From an optimization exercise on the open Yosys and OpenROAD flow, aimed at small area; shortcuts taken in it are not production practice. In this exercise RTL edits were held to simulation tests only and were not proved equivalent to the original. The clock port is modelled as an ideal driver, which makes a skipped or thinned clock tree look cheaper than it is; a real chip needs a root buffer or a tree. Power is estimated from default activity; no workload was simulated.

Design seven_seg_controller, start of the top module:
module seven_seg_controller (
    input clk,
    input reset,
    input avs_address,
    input avs_write,
    input [15:0] avs_writedata,
    output avs_waitrequest,
    output reg sr_data,
    output reg sr_clk,
    output reg sr_latch
);
==> module seven_seg_controller, before the edit <==
module seven_seg_controller (
    input clk,
    input reset,
    input avs_address,
    input avs_write,
    input [15:0] avs_writedata,
    output avs_waitrequest,
    output reg sr_data,
    output reg sr_clk,
    output reg sr_latch
);
    assign avs_waitrequest = 1'b0;
    localparam [5:0] ST_LOAD = 6'd0;
    localparam [5:0] ST_IDLE = 6'd25;
    reg        first;          
    reg [15:0] display_raw;    
    reg        display_ok;     
    reg [1:0]  digit_sel;
    reg [11:0] divq;           
    localparam [11:0] DIV_INV = 12'b1010_1010_1010;
    wire [11:0] div = divq ^ DIV_INV;   
    reg [10:0] tks;            
    reg        cyc23;          
    reg [17:0] rfq;            
    localparam [17:0] RFR_INV = 18'b10_1010_1010_1010_1010;
    wire [17:0] rfr = rfq ^ RFR_INV;    
    reg [3:0]  f_code;         
    reg [1:0]  f_digit;        
    reg [5:0]  st;
    wire div_z  = ~|div[10:0];
    wire div_fb = div[11] ^ div[0] ^ div[1] ^ div[7] ^ div_z;
    wire tks_z  = ~|tks[9:0];
    wire tks_fb = tks[10] ^ tks[1] ^ tks_z;
    wire rfr_z  = ~|rfr[16:0];
    wire rfr_fb = rfr[17] ^ rfr[6] ^ rfr_z;
    wire wr      = avs_write & ~avs_address;
    wire debug   = display_ok & (&display_raw);
    wire tick    = div[11] & div_z & ~first;    
    wire refresh = ~debug & rfr[17] & rfr_z & ~first;
    wire shifting = st[5];
    wire is_load  = ~st[5] & ~st[4];
    wire is_idle  = ~st[5] & ~st[2] & ~st[1] & st[0];
    wire is_hold  = ~st[5] & st[4] & (st[2] | (st[1] & st[0]));   
    wire        st_en = tick & ~is_idle;
    reg  [5:0]  st_c;
    integer i;
    always @(*) begin
        st_c[0] = st_en;
        for (i = 1; i < 6; i = i + 1)
            st_c[i] = st_c[i-1] & ~st[i-1];
    end
    wire [3:0] cur_code = display_raw[digit_sel*4 +: 4] & {4{display_ok}};
    localparam [15:0] SEG0 = 16'b1111110000010010;
    localparam [15:0] SEG1 = 16'b1111110001100000;
    localparam [15:0] SEG2 = 16'b1111110000000100;
    localparam [15:0] SEG3 = 16'b1111110010010010;
    localparam [15:0] SEG4 = 16'b1111111010111010;
    localparam [15:0] SEG5 = 16'b1111110010001110;
    localparam [15:0] SEG6 = 16'b1111110010000011;
    wire [7:0] seg = {1'b1, SEG6[f_code], SEG5[f_code], SEG4[f_code], SEG3[f_code],
                      SEG2[f_code], SEG1[f_code], SEG0[f_code]};
    wire [3:0] bi = ~st[4:1];
    wire frame_bit = bi[3] ? (bi[2] & (bi[1:0] == f_digit)) : seg[~bi[2:0]];
    always @(posedge clk or posedge reset) begin
        if (reset) begin
            first      <= 1'b1;
            display_ok <= 1'b0;
            sr_data    <= 1'b0;
            sr_clk     <= 1'b0;
            sr_latch   <= 1'b0;
        end else begin
            first <= 1'b0;
            if (wr)
                display_ok <= 1'b1;
            if (debug) begin
                sr_data  <= 1'b0;
                sr_clk   <= 1'b0;
                sr_latch <= cyc23;
            end else begin
                if (tick) begin
                    sr_clk   <= shifting & ~st[0];
                    sr_latch <= is_hold;
                    if (shifting)
                        sr_data <= frame_bit;
                    else if (is_idle)
                        sr_data <= 1'b0;
                end
            end
        end
    end
    always @(posedge clk) begin
        if (wr)
            display_raw <= avs_writedata;
        if (first)
            divq <= 12'd1 ^ DIV_INV;
        else
            divq <= {div[10:0], div_fb} ^ DIV_INV;
        if (first) begin
            digit_sel <= 2'd0;
            cyc23     <= 1'b0;
        end else begin
            digit_sel <= digit_sel ^ {refresh & digit_sel[0], refresh};
            cyc23     <= cyc23 ^ (tick & tks[10] & tks_z);
        end
        if (first)
            tks <= 11'd0;
        else if (tick)
            tks <= {tks[9:0], tks_fb};
        if (wr && !refresh)
            rfq <= 18'h20000 ^ RFR_INV;
        else if (first)
            rfq <= 18'd1 ^ RFR_INV;
        else
            rfq <= {rfr[16:0], rfr_fb} ^ RFR_INV;
        if (first || debug)
            st <= ST_IDLE;
        else if (st_en)
            st <= st ^ st_c;
        else if (refresh)
            st <= ST_LOAD;
        if (tick && is_load && !debug) begin
            f_code  <= cur_code;
            f_digit <= digit_sel;
        end
    end
endmodule
export LEC_CHECK = 0
export CAP_MARGIN = 20
export CORE_MARGIN = 2
export CORE_UTILIZATION = 40
export SLEW_MARGIN = 20
create_clock -name core_clock -period 10.0 [get_ports {clk}]
standard.sh (not shown) runs the stock make flow with config.mk's settings and CLKGATE_MAP_FILE= SYNTH_SCRIPT=/design/flow/synth_recipe.tcl, a recipe that flattens the netlist after the stock synthesis.
==> flow/flow/run.sh <==
#!/bin/bash
# Own layout flow: the standard ORFS flow (standard.sh) with these changes
#  - synthesis: the standard flow's synthesis script with the logic mapped by an
#    area-oriented ABC script (flow/synth.tcl, flow/area.abc), and without
#    ORFS's half/full-adder extraction (ADDER_MAP_FILE empty), so ABC maps
#    that logic as well; registers are untouched;
#  - after floorplan, every cell is swapped for the smallest cell of its
#    family (same function, lowest drive); repair_design later upsizes
#    whatever slew or load limits need (flow/downsize.tcl);
#  - the port buffers are buf_1 rather than the delay-buffer cell;
#  - the clock tree is four clkbuf_8, each driving a quarter of the
#    flip-flops, all four driven by the clock port (flow/pre_cts.tcl).
# Output of the whole make run goes to flow_make.log in the work folder.
set -euo pipefail
W=$PWD
export FLOW_SYNTH_TCL=$W/synth_recipe.tcl
export FLOW_ABC_SCRIPT=$W/flow/area.abc
export POST_FLOORPLAN_TCL=$W/flow/downsize.tcl
export BUFFER_PORTS_ARGS="-buffer_cell sky130_fd_sc_hd__buf_1"
export PRE_CTS_TCL=$W/flow/pre_cts.tcl
export CLKBUF_CELL=sky130_fd_sc_hd__clkbuf_8
export CLK_CLUSTERS=4
sed -e "s#SYNTH_SCRIPT=[^ ]*#SYNTH_SCRIPT=$W/flow/synth.tcl ADDER_MAP_FILE=#" standard.sh > flow_standard.sh
grep -q "SYNTH_SCRIPT=$W/flow/synth.tcl" flow_standard.sh
bash flow_standard.sh > "$W/flow_make.log" 2>&1
Other scripts of this flow, unchanged in this note and not shown: flow/flow/area.abc, flow/flow/downsize.tcl, flow/flow/pre_cts.tcl, flow/flow/synth.tcl
The first run produced a clean layout.
==> next run, changes <==
--- a/flow/design.v
+++ b/flow/design.v
@@ -9,10 +9,10 @@
     output reg sr_clk,
     output reg sr_latch
 );
     assign avs_waitrequest = 1'b0;
-    localparam [5:0] ST_LOAD = 6'd0;
-    localparam [5:0] ST_IDLE = 6'd25;
+    localparam [5:0] ST_LOAD = 6'd31;
+    localparam [5:0] ST_IDLE = 6'd6;
     reg        first;          
     reg [15:0] display_raw;    
     reg        display_ok;     
     reg [1:0]  digit_sel;
@@ -37,18 +37,18 @@
     wire debug   = display_ok & (&display_raw);
     wire tick    = div[11] & div_z & ~first;    
     wire refresh = ~debug & rfr[17] & rfr_z & ~first;
     wire shifting = st[5];
-    wire is_load  = ~st[5] & ~st[4];
-    wire is_idle  = ~st[5] & ~st[2] & ~st[1] & st[0];
-    wire is_hold  = ~st[5] & st[4] & (st[2] | (st[1] & st[0]));   
+    wire is_load  = ~st[5] & st[4];
+    wire is_idle  = ~st[5] & st[2] & st[1] & ~st[0];
+    wire is_hold  = ~st[5] & ~st[4] & ~(st[2] & (st[1] | st[0]));   
     wire        st_en = tick & ~is_idle;
     reg  [5:0]  st_c;
     integer i;
     always @(*) begin
         st_c[0] = st_en;
         for (i = 1; i < 6; i = i + 1)
-            st_c[i] = st_c[i-1] & ~st[i-1];
+            st_c[i] = st_c[i-1] & st[i-1];
     end
     wire [3:0] cur_code = display_raw[digit_sel*4 +: 4] & {4{display_ok}};
     localparam [15:0] SEG0 = 16'b1111110000010010;
     localparam [15:0] SEG1 = 16'b1111110001100000;
@@ -58,9 +58,9 @@
     localparam [15:0] SEG5 = 16'b1111110010001110;
     localparam [15:0] SEG6 = 16'b1111110010000011;
     wire [7:0] seg = {1'b1, SEG6[f_code], SEG5[f_code], SEG4[f_code], SEG3[f_code],
                       SEG2[f_code], SEG1[f_code], SEG0[f_code]};
-    wire [3:0] bi = ~st[4:1];
+    wire [3:0] bi = st[4:1];
     wire frame_bit = bi[3] ? (bi[2] & (bi[1:0] == f_digit)) : seg[~bi[2:0]];
     always @(posedge clk or posedge reset) begin
         if (reset) begin
             first      <= 1'b1;
@@ -77,9 +77,9 @@
                 sr_clk   <= 1'b0;
                 sr_latch <= cyc23;
             end else begin
                 if (tick) begin
-                    sr_clk   <= shifting & ~st[0];
+                    sr_clk   <= shifting & st[0];
                     sr_latch <= is_hold;
                     if (shifting)
                         sr_data <= frame_bit;
                     else if (is_idle)
@@ -90,8 +90,23 @@
     end
     always @(posedge clk) begin
         if (wr)
             display_raw <= avs_writedata;
+        if (first)
+            divq <= 12'd1 ^ DIV_INV;
+        else
+            divq <= {div[10:0], div_fb} ^ DIV_INV;
+        if (first) begin
+            digit_sel <= 2'd0;
+            cyc23     <= 1'b0;
+        end else begin
+            digit_sel <= digit_sel ^ {refresh & digit_sel[0], refresh};
+            cyc23     <= cyc23 ^ (tick & tks[10] & tks_z);
+        end
+        if (first)
+            tks <= 11'd0;
+        else if (tick)
+            tks <= {tks[9:0], tks_fb};
         if (first)
             divq <= 12'd1 ^ DIV_INV;
         else
             divq <= {div[10:0], div_fb} ^ DIV_INV;
Result: Sequential share of layout area is lower by 0.60 points; total power is lower by 1.3%; design area is higher by 1.0%; via count is higher by 1.5%; fmax is higher by 1.7%; worst setup slack is better by 48 ps; wire length is higher by 0.48%; critical path depth stays the same; sequential power hardly moves; global-route usage is higher by 0.15 points; cell count hardly moves; utilization is higher by 0.20 points; area after synthesis is higher by 0.64%.
No run of this note takes its clock network from TritonCTS; it comes from the design's own scripts or RTL.

separate check: timing with driven ports:
The results above use ideal ports. As a check the final layouts listed here were re-extracted and re-timed, cells and wires unchanged.
Step 1 sets driving cells, clkbuf_16 on the clock port and buf_2 on the other inputs (assumed; they add their load-dependent delay and slew).
Step 2 also shifts input and output timing later by t, the mid clock arrival at the registers, as if the neighbouring blocks saw the same clock.
a / b / c = ideal / step 1 / step 2; a / b = the first two.
run | t, ns | slack for setup (ns) | slew at the worst register clock pin (ns)
the first run | 0.220 | 7.102 / 7.133 / 6.914 | 0.12 / 0.12
the second run | 0.221 | 7.150 / 7.186 / 6.965 | 0.12 / 0.12
After both steps every run listed still meets setup and hold. For the first run, which loses most, drivers alone change the setup slack by +0.031 ns; drivers and shift together by -0.188 ns.
